Background: an optimization exercise with open tools, aiming at small area. Do not read the settings as production practice. RTL that was checked went through simulation tests only; none was proved equivalent to the original. Power and IR drop assume default switching activity.

==> inputs of job 520 <==
==> flow/design.v <==
module apb_i2c_master #(
  parameter int APB_ADDR_WIDTH = 8,
  parameter int CLK_DIV_WIDTH  = 16
) (
  input  logic                      pclk,
  input  logic                      presetn,
  input  logic [APB_ADDR_WIDTH-1:0] paddr,
  input  logic                      psel,
  input  logic                      penable,
  input  logic                      pwrite,
  input  logic [31:0]               pwdata,
  output logic [31:0]               prdata,
  output logic                      pready,
  output logic                      pslverr,
  input  logic                      scl_i,
  output logic                      scl_o,
  output logic                      scl_oe,
  output logic                      sda_o,
  output logic                      sda_oe,
  input  logic                      sda_i,
  output logic                      irq
);
  localparam logic [2:0] IDLE         = 3'd0;
  localparam logic [2:0] START        = 3'd1;
  localparam logic [2:0] BIT_SEND     = 3'd2;
  localparam logic [2:0] BIT_RECV     = 3'd3;
  localparam logic [2:0] ACK_PHASE    = 3'd4;
  localparam logic [2:0] STOP_WAIT    = 3'd5;
  localparam logic [2:0] STOP_RELEASE = 3'd6;
  localparam logic [2:0] COMPLETE     = 3'd7;
  logic                     en, hold_scl_low;
  logic [CLK_DIV_WIDTH-1:0] clk_div_reg;
  logic [7:0]               txdata_reg;
  logic [7:0]               rxdata_reg;
  logic [4:0]               cmd_reg;
  logic                     tx_buffer_valid;
  logic                     irq_done, irq_err;
  logic [1:0]               irq_en;
  logic st_busy, st_tip, st_rxv, st_txe, st_stretch, st_irqp;
  logic res_nack, res_arb, res_cmderr;
  logic [2:0] state;
  logic       active_stop, active_read, active_ack;
  logic       ack_from_slave;
  logic [2:0] bit_cnt;
  logic [7:0] shift_reg;
  logic       scl_drive_low, sda_drive_low;
  logic       error_event, just_accepted, set_rx_valid;
  logic [2:0] scl_filter, sda_filter;
  logic       scl_sync, sda_sync, sda_sync_d;
  logic       bus_busy;
  logic [CLK_DIV_WIDTH-1:0] clk_cnt;
  logic                     scl_tick;
  wire cmd_start = cmd_reg[0];
  wire cmd_stop  = cmd_reg[1];
  wire cmd_read  = cmd_reg[2];
  wire cmd_write = cmd_reg[3];
  wire cmd_ack   = cmd_reg[4];
  wire apb_write = psel & penable & pwrite;
  wire apb_read  = psel & penable & ~pwrite;
  assign pready  = 1'b1;
  assign pslverr = 1'b0;
  assign scl_o   = 1'b0;
  assign sda_o   = 1'b0;
  assign scl_oe  = scl_drive_low;
  assign sda_oe  = sda_drive_low;
  assign irq = ((irq_done & irq_en[0]) | (irq_err & irq_en[1])) & en;
  wire st_idle     = (state == IDLE);
  wire st_complete = (state == COMPLETE);
  wire done_event  = st_complete;
  wire accept      = en & st_idle & (cmd_reg != 5'd0);
  wire accept_event    = just_accepted & ~st_complete;
  wire consume_tx_byte = just_accepted & (state == START || state == BIT_SEND);
  wire res_show = st_idle | just_accepted;
  wire arb_lost = (state == BIT_SEND) & shift_reg[7] & ~sda_sync & (scl_tick ? scl_drive_low : ~scl_drive_low);
  wire ack_sample = (state == ACK_PHASE) & ack_from_slave & scl_tick & scl_drive_low;
  wire wr_ctrl   = apb_write & (paddr == 8'h00);
  wire wr_clkdiv = apb_write & (paddr == 8'h08);
  wire wr_txdata = apb_write & (paddr == 8'h0C);
  wire wr_cmd    = apb_write & (paddr == 8'h14);
  wire wr_irqst  = apb_write & (paddr == 8'h18);
  wire wr_irqen  = apb_write & (paddr == 8'h1C);
  always_ff @(posedge pclk or negedge presetn) begin
    if (!presetn) begin
      scl_filter <= 3'b111;
      sda_filter <= 3'b111;
      scl_sync   <= 1'b1;
      sda_sync   <= 1'b1;
    end else begin
      scl_filter <= {scl_filter[1:0], scl_i};
      sda_filter <= {sda_filter[1:0], sda_i};
      if (&scl_filter)
        scl_sync <= 1'b1;
      else if (~|scl_filter)
        scl_sync <= 1'b0;
      if (&sda_filter)
        sda_sync <= 1'b1;
      else if (~|sda_filter)
        sda_sync <= 1'b0;
    end
  end
  always_ff @(posedge pclk)
    sda_sync_d <= sda_sync;
  wire start_detect = sda_sync_d & ~sda_sync & scl_sync;
  wire stop_detect  = ~sda_sync_d & sda_sync & scl_sync;
  wire hold_for_stretch = ~scl_drive_low & ~scl_sync;
  always_ff @(posedge pclk) begin
    if (!en) begin
      clk_cnt  <= '0;
      scl_tick <= 1'b0;
    end else if (hold_for_stretch) begin
      scl_tick <= 1'b0;
    end else if (st_idle || st_complete || clk_cnt == '0) begin
      clk_cnt  <= clk_div_reg;
      scl_tick <= ~(st_idle || st_complete);
    end else begin
      clk_cnt  <= clk_cnt - 1'b1;
      scl_tick <= 1'b0;
    end
  end
  always_ff @(posedge pclk or negedge presetn) begin
    if (!presetn)
      bus_busy <= 1'b0;
    else if (!en)
      bus_busy <= 1'b0;
    else if (stop_detect)
      bus_busy <= 1'b0;
    else if (start_detect)
      bus_busy <= 1'b1;
  end
  always_ff @(posedge pclk or negedge presetn) begin
    if (!presetn) begin
      en              <= 1'b0;
      hold_scl_low    <= 1'b0;
      clk_div_reg     <= '0;
      txdata_reg      <= '0;
      cmd_reg         <= '0;
      irq_done        <= 1'b0;
      irq_err         <= 1'b0;
      irq_en          <= 2'b01;
    end else begin
      if (wr_ctrl) begin
        en           <= pwdata[0];
        hold_scl_low <= pwdata[2];
      end
      if (wr_clkdiv) clk_div_reg <= pwdata[CLK_DIV_WIDTH-1:0];
      if (wr_txdata) txdata_reg <= pwdata[7:0];
      if (wr_irqen)  irq_en <= pwdata[1:0];
      if (!en)
        cmd_reg <= '0;
      else if (wr_cmd)
        cmd_reg <= pwdata[4:0];
      else if (just_accepted)
        cmd_reg <= '0;
      if (!en)
        irq_done <= 1'b0;
      else if (wr_irqst & pwdata[0])
        irq_done <= 1'b0;
      else if (done_event)
        irq_done <= 1'b1;
      if (!en)
        irq_err <= 1'b0;
      else if (wr_irqst & pwdata[1])
        irq_err <= 1'b0;
      else if (error_event)
        irq_err <= 1'b1;
    end
  end
  always_ff @(posedge pclk) begin
    if (!en)
      tx_buffer_valid <= 1'b0;
    else if (wr_txdata)
      tx_buffer_valid <= 1'b1;
    else if (consume_tx_byte)
      tx_buffer_valid <= 1'b0;
  end
  always_ff @(posedge pclk or negedge presetn) begin
    if (!presetn) begin
      st_busy    <= 1'b0;
      st_tip     <= 1'b0;
      st_rxv     <= 1'b0;
      st_txe     <= 1'b0;
      st_stretch <= 1'b0;
      st_irqp    <= 1'b0;
      res_nack   <= 1'b0;
      res_arb    <= 1'b0;
      res_cmderr <= 1'b0;
    end else begin
      st_txe  <= st_idle & (cmd_reg == 5'd0);
      st_tip  <= ~st_idle & ~st_complete;
      st_busy <= bus_busy;
      st_irqp <= irq;
      if (!en) begin
        st_stretch <= 1'b0;
        st_rxv     <= 1'b0;
        res_nack   <= 1'b0;
        res_cmderr <= 1'b0;
        res_arb    <= 1'b0;
      end else begin
        if (hold_for_stretch)
          st_stretch <= 1'b1;
        else if (done_event)
          st_stretch <= 1'b0;
        if (set_rx_valid)
          st_rxv <= 1'b1;
        else if ((apb_read && paddr == 8'h10) || accept_event)
          st_rxv <= 1'b0;
        if (just_accepted) begin
          res_nack   <= 1'b0;
          res_arb    <= 1'b0;
          res_cmderr <= st_complete;
        end else begin
          if (arb_lost)
            res_arb <= 1'b1;
          if (ack_sample)
            res_nack <= sda_sync;
        end
      end
    end
  end
  always_comb begin
    prdata = '0;
    case (paddr)
      8'h00: begin
        prdata[0] = en;
        prdata[2] = hold_scl_low;
      end
      8'h04: prdata[8:0] = {res_cmderr & res_show, st_irqp, st_stretch, res_arb & res_show,
                            res_nack & res_show, st_txe, st_rxv, st_tip, st_busy};
      8'h08: prdata[CLK_DIV_WIDTH-1:0] = clk_div_reg;
      8'h0C: prdata[7:0] = txdata_reg;
      8'h10: prdata[7:0] = rxdata_reg;
      8'h14: prdata[4:0] = cmd_reg;
      8'h18: prdata[1:0] = {irq_err, irq_done};
      8'h1C: prdata[1:0] = irq_en;
      default: ;
    endcase
  end
  wire wr_or_rd = cmd_write | cmd_read;
  wire illegal  = (cmd_write & cmd_read) | (cmd_ack & ~cmd_read) |
                  (~cmd_start & ~cmd_stop & ~wr_or_rd) | (cmd_start & ~wr_or_rd) |
                  (wr_or_rd & ~tx_buffer_valid);
  wire stop_only = cmd_stop & ~cmd_start & ~wr_or_rd;
  always_ff @(posedge pclk) begin
    if (en) begin
      if (st_idle) begin
        if (cmd_reg != 5'd0) begin
          active_stop <= cmd_stop;
          active_read <= cmd_read;
          active_ack  <= cmd_ack;
          shift_reg   <= txdata_reg;
          bit_cnt     <= 3'd7;
        end
      end
      case (state)
        BIT_SEND: begin
          if (scl_tick) begin
            if (!scl_drive_low) begin
              shift_reg <= {shift_reg[6:0], 1'b0};
            end else if (shift_reg[7] && !sda_sync) begin
            end else if (bit_cnt == 3'd0) begin
              ack_from_slave <= 1'b1;
            end else begin
              bit_cnt <= bit_cnt - 1'b1;
            end
          end
        end
        ACK_PHASE: begin
          if (ack_from_slave && scl_tick && scl_drive_low) begin
            bit_cnt <= 3'd7;
          end
        end
        BIT_RECV: begin
          if (scl_tick && scl_drive_low) begin
            shift_reg <= {shift_reg[6:0], sda_sync};
            if (bit_cnt == 3'd0)
              ack_from_slave <= 1'b0;
            else
              bit_cnt <= bit_cnt - 1'b1;
          end
        end
        default: ;
      endcase
    end
  end
  always_ff @(posedge pclk) begin
    just_accepted <= accept;
    set_rx_valid  <= en & (state == BIT_RECV) & scl_tick & scl_drive_low & (bit_cnt == 3'd0);
    error_event   <= en & ((st_idle & (cmd_reg != 5'd0) & illegal) | arb_lost |
                           (ack_sample & sda_sync) |
                           (st_complete & (just_accepted | res_nack | res_arb)));
  end
  always_ff @(posedge pclk or negedge presetn) begin
    if (!presetn) begin
      state         <= IDLE;
      scl_drive_low <= 1'b0;
      sda_drive_low <= 1'b0;
      rxdata_reg    <= 8'h00;
    end else begin
      if (!en) begin
        state         <= IDLE;
        scl_drive_low <= hold_scl_low;
        sda_drive_low <= 1'b0;
      end else begin
        case (state)
          IDLE: begin
            scl_drive_low <= hold_scl_low;
            sda_drive_low <= 1'b0;
            if (cmd_reg != 5'd0) begin
              if (illegal) begin
                state       <= COMPLETE;
              end else if (stop_only) begin
                state <= STOP_WAIT;
              end else if (cmd_start) begin
                state <= START;
              end else begin
                state         <= BIT_SEND;
                scl_drive_low <= 1'b1;
              end
            end
          end
          START: begin
            sda_drive_low <= 1'b1;
            scl_drive_low <= 1'b0;
            if (scl_sync && scl_tick) begin
              state         <= BIT_SEND;
              scl_drive_low <= 1'b1;
            end
          end
          BIT_SEND: begin
            if (scl_tick) begin
              scl_drive_low <= ~scl_drive_low;
              if (!scl_drive_low) begin
                sda_drive_low <= ~shift_reg[6];
              end else if (shift_reg[7] && !sda_sync) begin
                state         <= COMPLETE;
                sda_drive_low <= 1'b0;
                scl_drive_low <= 1'b0;
              end else if (bit_cnt == 3'd0) begin
                state         <= ACK_PHASE;
                sda_drive_low <= 1'b0;
              end
            end else if (!scl_drive_low && shift_reg[7] && !sda_sync) begin
              state         <= COMPLETE;
              sda_drive_low <= 1'b0;
              scl_drive_low <= 1'b0;
            end
          end
          ACK_PHASE: begin
            if (scl_tick) begin
              scl_drive_low <= ~scl_drive_low;
              if (!scl_drive_low) begin
                if (ack_from_slave || !active_ack)
                  sda_drive_low <= 1'b0;
              end else begin
                if (ack_from_slave && active_read && !sda_sync)
                  state <= BIT_RECV;
                else if (active_stop)
                  state <= STOP_WAIT;
                else
                  state <= COMPLETE;
              end
            end
          end
          BIT_RECV: begin
            if (scl_tick) begin
              scl_drive_low <= ~scl_drive_low;
              if (scl_drive_low) begin
                if (bit_cnt == 3'd0) begin
                  rxdata_reg    <= {shift_reg[6:0], sda_sync};
                  state         <= ACK_PHASE;
                  sda_drive_low <= active_ack;
                end
              end else if (bit_cnt == 3'd0 && !active_ack) begin
                sda_drive_low <= 1'b0;
              end
            end
          end
          STOP_WAIT: begin
            scl_drive_low <= 1'b0;
            sda_drive_low <= 1'b1;
            if (scl_sync)
              state <= STOP_RELEASE;
          end
          STOP_RELEASE: begin
            scl_drive_low <= 1'b0;
            sda_drive_low <= 1'b0;
            state         <= COMPLETE;
          end
          default: begin  
            scl_drive_low <= hold_scl_low;
            sda_drive_low <= 1'b0;
            state         <= IDLE;
          end
        endcase
      end
    end
  end
endmodule
==> flow/flow/run.sh <==
#!/bin/bash
set -euo pipefail
export BUFFER_PORTS_ARGS="-buffer_cell sky130_fd_sc_hd__buf_1"
export SKIP_REPAIR_TIE_FANOUT=1
export POST_FLOORPLAN_TCL="$PWD/flow/downsize.tcl"
export CTS_ARGS="-sink_clustering_enable -repair_clock_nets -dont_use_dummy_load -buf_list sky130_fd_sc_hd__clkbuf_4 -root_buf sky130_fd_sc_hd__clkbuf_8 -sink_clustering_size 10 -sink_clustering_max_diameter 60"
bash standard.sh > standard.log 2>&1
==> flow/flow/downsize.tcl <==
# Swap every combinational cell for the smallest cell of the same function
# (same name stem, other drive strength). Registers, tie, tap and clock
# cells are left alone; later repair steps size up whatever timing, slew or
# capacitance needs.
proc my_downsize {} {
  set block [ord::get_db_block]
  set db [ord::get_db]
  set swapped 0
  set saved 0.0
  foreach inst [$block getInsts] {
    set name [[$inst getMaster] getName]
    if { ![regexp {^(sky130_fd_sc_hd__([a-z0-9]+))_([0-9]+)$} $name -> stem fn drv] } { continue }
    if { [regexp {^(df|edf|sdf|dl|conb|tap|fill|decap|clk|lpflow|probe|diode)} $fn] } { continue }
    set cur [get_lib_cells */$name]
    if { $cur == "" } { continue }
    set best $name
    set best_area [get_property $cur area]
    foreach d {0 1 2 3 4 6 8 12 16} {
      set cand "${stem}_$d"
      if { $cand == $name } { continue }
      set lc [get_lib_cells -quiet */$cand]
      if { $lc == "" } { continue }
      if { [get_property $lc dont_use] } { continue }
      set a [get_property $lc area]
      if { $a < $best_area - 1e-6 } {
        set best $cand
        set best_area $a
      }
    }
    if { $best != $name } {
      set saved [expr { $saved + [get_property $cur area] - $best_area }]
      replace_cell [$inst getName] [get_lib_cells */$best]
      incr swapped
    }
  }
  puts "my_downsize: swapped $swapped cells, saved [format %.1f $saved] um2"
}
my_downsize
==> flow/standard.sh <==
#!/bin/bash
# synth_recipe.tcl (not shown) runs the flow's synth.tcl, then flattens the netlist and writes it again
# the make line also repeats each setting of config.mk as NAME=value (left out here)
make -C /OpenROAD-flow-scripts/flow DESIGN_CONFIG=/design/flow/config.mk WORK_HOME=/design/flow/orfs CLKGATE_MAP_FILE= SYNTH_SCRIPT=/design/flow/synth_recipe.tcl "${@:-finish}"
==> flow/config.mk <==
export PLATFORM = sky130hd
export DESIGN_NAME = apb_i2c_master
export DESIGN_NICKNAME = apb_i2c_master
export VERILOG_FILES = /design/flow/design.v
export SDC_FILE = /design/flow/constraint.sdc
export NUM_CORES = 4
export LEC_CHECK = 0
export CAP_MARGIN = 20
export CORE_MARGIN = 2
export CORE_UTILIZATION = 40
export SLEW_MARGIN = 20
==> flow/constraint.sdc <==
create_clock -name core_clock -period 10.0 [get_ports {pclk}]
set_input_delay 2.0000 -clock core_clock [delete_from_list [all_inputs] [get_ports {pclk}]]
set_output_delay 2.0000 -clock core_clock [all_outputs]
set_load 0.01 [all_outputs]
==> job 5540 (differences from job 520) <==
--- a/flow/design.v
+++ b/flow/design.v
@@ -42,6 +42,5 @@
   logic       active_stop, active_read, active_ack;
   logic       ack_from_slave;
-  logic [2:0] bit_cnt;
-  logic [7:0] shift_reg;
+  logic [8:0] shift_reg;
   logic       scl_drive_low, sda_drive_low;
   logic       error_event, just_accepted, set_rx_valid;
@@ -72,5 +71,5 @@
   wire consume_tx_byte = just_accepted & (state == START || state == BIT_SEND);
   wire res_show = st_idle | just_accepted;
-  wire arb_lost = (state == BIT_SEND) & shift_reg[7] & ~sda_sync & (scl_tick ? scl_drive_low : ~scl_drive_low);
+  wire arb_lost = (state == BIT_SEND) & shift_reg[8] & ~sda_sync & (scl_tick ? scl_drive_low : ~scl_drive_low);
   wire ack_sample = (state == ACK_PHASE) & ack_from_slave & scl_tick & scl_drive_low;
   wire wr_ctrl   = apb_write & (paddr == 8'h00);
@@ -244,46 +243,24 @@
     if (en) begin
       if (st_idle) begin
-        if (cmd_reg != 5'd0) begin
-          active_stop <= cmd_stop;
-          active_read <= cmd_read;
-          active_ack  <= cmd_ack;
-          shift_reg   <= txdata_reg;
-          bit_cnt     <= 3'd7;
-        end
+        active_stop    <= cmd_stop;
+        active_read    <= cmd_read;
+        active_ack     <= cmd_ack;
+        ack_from_slave <= 1'b1;
+        shift_reg      <= {txdata_reg, 1'b1};
+      end
+      if (state == BIT_SEND && scl_tick && !scl_drive_low)
+        shift_reg <= {shift_reg[7:0], 1'b0};
+      if (ack_sample)
+        shift_reg <= 9'd1;
+      if (state == BIT_RECV && scl_tick && scl_drive_low) begin
+        shift_reg <= {shift_reg[7:0], sda_sync};
+        if (shift_reg[7])
+          ack_from_slave <= 1'b0;
       end
-      case (state)
-        BIT_SEND: begin
-          if (scl_tick) begin
-            if (!scl_drive_low) begin
-              shift_reg <= {shift_reg[6:0], 1'b0};
-            end else if (shift_reg[7] && !sda_sync) begin
-            end else if (bit_cnt == 3'd0) begin
-              ack_from_slave <= 1'b1;
-            end else begin
-              bit_cnt <= bit_cnt - 1'b1;
-            end
-          end
-        end
-        ACK_PHASE: begin
-          if (ack_from_slave && scl_tick && scl_drive_low) begin
-            bit_cnt <= 3'd7;
-          end
-        end
-        BIT_RECV: begin
-          if (scl_tick && scl_drive_low) begin
-            shift_reg <= {shift_reg[6:0], sda_sync};
-            if (bit_cnt == 3'd0)
-              ack_from_slave <= 1'b0;
-            else
-              bit_cnt <= bit_cnt - 1'b1;
-          end
-        end
-        default: ;
-      endcase
     end
   end
   always_ff @(posedge pclk) begin
     just_accepted <= accept;
-    set_rx_valid  <= en & (state == BIT_RECV) & scl_tick & scl_drive_low & (bit_cnt == 3'd0);
+    set_rx_valid  <= en & (state == BIT_RECV) & scl_tick & scl_drive_low & shift_reg[7];
     error_event   <= en & ((st_idle & (cmd_reg != 5'd0) & illegal) | arb_lost |
                            (ack_sample & sda_sync) |
@@ -331,14 +308,14 @@
               scl_drive_low <= ~scl_drive_low;
               if (!scl_drive_low) begin
-                sda_drive_low <= ~shift_reg[6];
-              end else if (shift_reg[7] && !sda_sync) begin
+                sda_drive_low <= ~shift_reg[7];
+              end else if (shift_reg[8] && !sda_sync) begin
                 state         <= COMPLETE;
                 sda_drive_low <= 1'b0;
                 scl_drive_low <= 1'b0;
-              end else if (bit_cnt == 3'd0) begin
+              end else if (shift_reg[6:0] == 7'd0) begin
                 state         <= ACK_PHASE;
                 sda_drive_low <= 1'b0;
               end
-            end else if (!scl_drive_low && shift_reg[7] && !sda_sync) begin
+            end else if (!scl_drive_low && shift_reg[8] && !sda_sync) begin
               state         <= COMPLETE;
               sda_drive_low <= 1'b0;
@@ -366,10 +343,10 @@
               scl_drive_low <= ~scl_drive_low;
               if (scl_drive_low) begin
-                if (bit_cnt == 3'd0) begin
+                if (shift_reg[7]) begin
                   rxdata_reg    <= {shift_reg[6:0], sda_sync};
                   state         <= ACK_PHASE;
                   sda_drive_low <= active_ack;
                 end
-              end else if (bit_cnt == 3'd0 && !active_ack) begin
+              end else if (shift_reg[7] && !active_ack) begin
                 sda_drive_low <= 1'b0;
               end
==> flow/flow/run.sh (replaced) <==
#!/bin/bash
# Standard ORFS layout (the standard.sh) with:
#  - the standard synthesis, whose combinational logic is then re-mapped for
#    area by Yosys/ABC (registers untouched, see flow/resyn.ys);
#  - the smallest drive strength for every logic cell after floorplan, the
#    later repair steps sizing up what timing, slew or capacitance need;
#  - buf_1 port buffers, one tie cell per level, no dummy clock loads.
set -euo pipefail
W=$PWD
R=$W/orfs/results/sky130hd/apb_i2c_master/base
LIB=$FLOW_HOME/platforms/sky130hd/lib/sky130_fd_sc_hd__tt_025C_1v80.lib
bash standard.sh synth > synth.log 2>&1
cp $R/1_2_yosys.v $W/standard_1_2_yosys.v
DU=""
for c in $(sed -n '/^export DONT_USE_CELLS/,/^$/p' $FLOW_HOME/platforms/sky130hd/config.mk | grep -o 'sky130_fd_sc_hd__[a-z0-9_]*'); do DU="$DU -dont_use $c"; done
sed -e "s|@LIB@|$LIB|g" -e "s|@NETLIST@|$W/standard_1_2_yosys.v|" -e "s|@DONTUSE@|$DU|" \
    -e "s|@ABC@|$W/flow/resyn.abc|" -e "s|@OUT@|$W/resyn_1_2_yosys.v|" flow/resyn.ys > $W/resyn_run.ys
yosys -s $W/resyn_run.ys > resyn.log 2>&1
cp $W/resyn_1_2_yosys.v $R/1_2_yosys.v
touch $R/1_2_yosys.v
export BUFFER_PORTS_ARGS="-buffer_cell sky130_fd_sc_hd__buf_1"
export SKIP_REPAIR_TIE_FANOUT=1
export POST_FLOORPLAN_TCL="$W/flow/downsize.tcl"
export CTS_ARGS="-sink_clustering_enable -repair_clock_nets -dont_use_dummy_load -buf_list sky130_fd_sc_hd__clkbuf_4 -root_buf sky130_fd_sc_hd__clkbuf_8 -sink_clustering_size 10 -sink_clustering_max_diameter 60"
bash standard.sh > standard.log 2>&1
==> flow/flow/resyn.abc (new file) <==
strash
dc2
&get -n
&dch -f
&nf -R 1000 -a
&put
strash
dc2
&get -n
&dch -f
&nf -R 1000 -a
&put
==> flow/flow/resyn.ys (new file) <==
# Re-map the standard synthesis's logic for area. The registers and tie
# cells are kept as they are (same instances, names and cell types); only
# the combinational cells between them are re-mapped.
read_liberty -ignore_miss_func @LIB@
read_verilog @NETLIST@
hierarchy -top apb_i2c_master
setattr -mod -set keep_hierarchy 1 sky130_fd_sc_hd__df* sky130_fd_sc_hd__edf* sky130_fd_sc_hd__conb*
flatten
delete t:$scopeinfo
opt -purge
abc -liberty @LIB@ @DONTUSE@ -script @ABC@
tee -o resyn_stat.txt stat -liberty @LIB@
# the mapped cells as the library's black boxes again
read_liberty -lib -overwrite @LIB@
setundef -zero
splitnets
opt_clean -purge
hilomap -singleton -hicell sky130_fd_sc_hd__conb_1 HI -locell sky130_fd_sc_hd__conb_1 LO
opt_clean -purge
check -assert
write_verilog -noattr -nohex -nodec @OUT@
==> job 5545 (differences from job 520) <==
--- a/flow/design.v
+++ b/flow/design.v
@@ -42,6 +42,5 @@
   logic       active_stop, active_read, active_ack;
   logic       ack_from_slave;
-  logic [2:0] bit_cnt;
-  logic [7:0] shift_reg;
+  logic [8:0] shift_reg;
   logic       scl_drive_low, sda_drive_low;
   logic       error_event, just_accepted, set_rx_valid;
@@ -72,5 +71,5 @@
   wire consume_tx_byte = just_accepted & (state == START || state == BIT_SEND);
   wire res_show = st_idle | just_accepted;
-  wire arb_lost = (state == BIT_SEND) & shift_reg[7] & ~sda_sync & (scl_tick ? scl_drive_low : ~scl_drive_low);
+  wire arb_lost = (state == BIT_SEND) & shift_reg[8] & ~sda_sync & (scl_tick ? scl_drive_low : ~scl_drive_low);
   wire ack_sample = (state == ACK_PHASE) & ack_from_slave & scl_tick & scl_drive_low;
   wire wr_ctrl   = apb_write & (paddr == 8'h00);
@@ -244,46 +243,24 @@
     if (en) begin
       if (st_idle) begin
-        if (cmd_reg != 5'd0) begin
-          active_stop <= cmd_stop;
-          active_read <= cmd_read;
-          active_ack  <= cmd_ack;
-          shift_reg   <= txdata_reg;
-          bit_cnt     <= 3'd7;
-        end
+        active_stop    <= cmd_stop;
+        active_read    <= cmd_read;
+        active_ack     <= cmd_ack;
+        ack_from_slave <= 1'b1;
+        shift_reg      <= {txdata_reg, 1'b1};
+      end
+      if (state == BIT_SEND && scl_tick && !scl_drive_low)
+        shift_reg <= {shift_reg[7:0], 1'b0};
+      if (ack_sample)
+        shift_reg <= 9'd1;
+      if (state == BIT_RECV && scl_tick && scl_drive_low) begin
+        shift_reg <= {shift_reg[7:0], sda_sync};
+        if (shift_reg[7])
+          ack_from_slave <= 1'b0;
       end
-      case (state)
-        BIT_SEND: begin
-          if (scl_tick) begin
-            if (!scl_drive_low) begin
-              shift_reg <= {shift_reg[6:0], 1'b0};
-            end else if (shift_reg[7] && !sda_sync) begin
-            end else if (bit_cnt == 3'd0) begin
-              ack_from_slave <= 1'b1;
-            end else begin
-              bit_cnt <= bit_cnt - 1'b1;
-            end
-          end
-        end
-        ACK_PHASE: begin
-          if (ack_from_slave && scl_tick && scl_drive_low) begin
-            bit_cnt <= 3'd7;
-          end
-        end
-        BIT_RECV: begin
-          if (scl_tick && scl_drive_low) begin
-            shift_reg <= {shift_reg[6:0], sda_sync};
-            if (bit_cnt == 3'd0)
-              ack_from_slave <= 1'b0;
-            else
-              bit_cnt <= bit_cnt - 1'b1;
-          end
-        end
-        default: ;
-      endcase
     end
   end
   always_ff @(posedge pclk) begin
     just_accepted <= accept;
-    set_rx_valid  <= en & (state == BIT_RECV) & scl_tick & scl_drive_low & (bit_cnt == 3'd0);
+    set_rx_valid  <= en & (state == BIT_RECV) & scl_tick & scl_drive_low & shift_reg[7];
     error_event   <= en & ((st_idle & (cmd_reg != 5'd0) & illegal) | arb_lost |
                            (ack_sample & sda_sync) |
@@ -331,14 +308,14 @@
               scl_drive_low <= ~scl_drive_low;
               if (!scl_drive_low) begin
-                sda_drive_low <= ~shift_reg[6];
-              end else if (shift_reg[7] && !sda_sync) begin
+                sda_drive_low <= ~shift_reg[7];
+              end else if (shift_reg[8] && !sda_sync) begin
                 state         <= COMPLETE;
                 sda_drive_low <= 1'b0;
                 scl_drive_low <= 1'b0;
-              end else if (bit_cnt == 3'd0) begin
+              end else if (shift_reg[6:0] == 7'd0) begin
                 state         <= ACK_PHASE;
                 sda_drive_low <= 1'b0;
               end
-            end else if (!scl_drive_low && shift_reg[7] && !sda_sync) begin
+            end else if (!scl_drive_low && shift_reg[8] && !sda_sync) begin
               state         <= COMPLETE;
               sda_drive_low <= 1'b0;
@@ -366,10 +343,10 @@
               scl_drive_low <= ~scl_drive_low;
               if (scl_drive_low) begin
-                if (bit_cnt == 3'd0) begin
+                if (shift_reg[7]) begin
                   rxdata_reg    <= {shift_reg[6:0], sda_sync};
                   state         <= ACK_PHASE;
                   sda_drive_low <= active_ack;
                 end
-              end else if (bit_cnt == 3'd0 && !active_ack) begin
+              end else if (shift_reg[7] && !active_ack) begin
                 sda_drive_low <= 1'b0;
               end
==> job 1398 (differences from job 520) <==
==> flow/flow/run.sh (replaced) <==
#!/bin/bash
set -euo pipefail
export BUFFER_PORTS_ARGS="-buffer_cell sky130_fd_sc_hd__buf_1"
export SKIP_REPAIR_TIE_FANOUT=1
export POST_FLOORPLAN_TCL="$PWD/flow/downsize.tcl"
export CTS_ARGS="-sink_clustering_enable -repair_clock_nets -dont_use_dummy_load -buf_list sky130_fd_sc_hd__clkbuf_8 -root_buf sky130_fd_sc_hd__clkbuf_8 -sink_clustering_size 30 -sink_clustering_max_diameter 150"
bash standard.sh > standard.log 2>&1
==> notes <==
- In job 5545 the core utilization is higher than in job 520, by 0.15 points.
- Routed wire length is the same in job 1398 and job 520.
- Against job 5545, the hold slack of job 5540 is worse by 6.1 ps.
- Against job 5545, the maximum frequency of job 5540 is larger by 6.1%.
- Against job 5540, the cell count of job 1398 is higher by 15%.
- Register-to-register slack is about the same in job 1398 and job 520.
- In job 520 the non-clock buffer count is higher than in job 5545, by 6.
- Area after synthesis is the same in job 520 and job 1398.
- Between job 5540 and job 520, the lower via count is in job 5540 (gap 14%, measured against job 520).
==> figures <==
| item | job 1398 | job 520 | job 5540 | job 5545 |
|---|---|---|---|---|
| Run status | finished clean | finished clean | finished clean | finished clean |
| Post-route core utilization | 42.17% | 42.17% | 45.41% | 42.32% |
| Power Sequential | 0.436 mW | 0.436 mW | 0.429 mW | 0.604 mW |
| Filler cell count in the final layout | 1329 | 1329 | 1077 | 1285 |
| Share of total power in the clock network | 30.9% | 30.9% | 30.5% | 16.7% |
| Tapcell Cnt | 180 | 180 | 143 | 176 |
| Final area over synthesized area | 1.0358x | 1.0358x | 1.1130x | 1.0401x |
| Most frequent standard cell in the layout excluding fill and tap cells | dfrtp_1 | dfrtp_1 | - | dfrtp_1 |
| Power after layout | 0.6949 mW | 0.6949 mW | 0.6718 mW | 1.235 mW |
| Leakage power | 2.374 nW | 2.374 nW | 2.098 nW | 2.260 nW |
| Final Cycle Share | 62.05% | 62.05% | 58.70% | 62.29% |
| Count of cell types in the netlist | 79 | 79 | - | 71 |
| Number of non-clock buffers | 59 | 59 | 53 | 53 |
| Cell type with the largest total area after synthesis | dfrtp_1 | dfrtp_1 | - | dfrtp_1 |
| Clock latency of the later-clocked register in the worst-skew pair | 390 ps | 390 ps | 390 ps | 370 ps |
| Number of cells on the worst reg-to-reg path | 5 | 5 | 12 | 7 |
| Peak VDD IR | 117.8 µV | 117.8 µV | 110.4 µV | 103.6 µV |
| CP max stage cell | nor2_1 | nor2_1 | nor2_1 | or4b_2 |
| Global placement routability congestion | 0.8761 | 0.8761 | 0.8328 | 0.9053 |
Function not checked in job 520 and job 1398: the RTL went through the layout flow alone.

afterwards: timing with drivers on the ports:
The flow's constraints put no driver on any port. The routed layouts listed below were extracted and timed again, unchanged, in two steps. Step 1: set_driving_cell puts a clkbuf_16 on pclk and a buf_2 on each other input, an assumption about the parent block. Step 2 also shifts input and output timing later by t, the mid clock arrival at the registers, as if the neighbouring blocks saw the same clock. Three values: ideal ports, drivers, drivers and shift; two values: the first two.
| run | t (ns) | setup slack, ns | worst setup path at the end |
|---|---|---|---|
| job 520 | 0.414 | 3.795 / 3.769 / 3.769 | input to output |
| job 5540 | 0.401 | 4.130 / 4.108 / 4.108 | input to output |
| job 5545 | 0.395 | 3.771 / 3.750 / 3.750 | input to output |
| job 1398 | 0.414 | 3.795 / 3.769 / 3.769 | input to output |
After both steps every run listed still meets setup and hold.
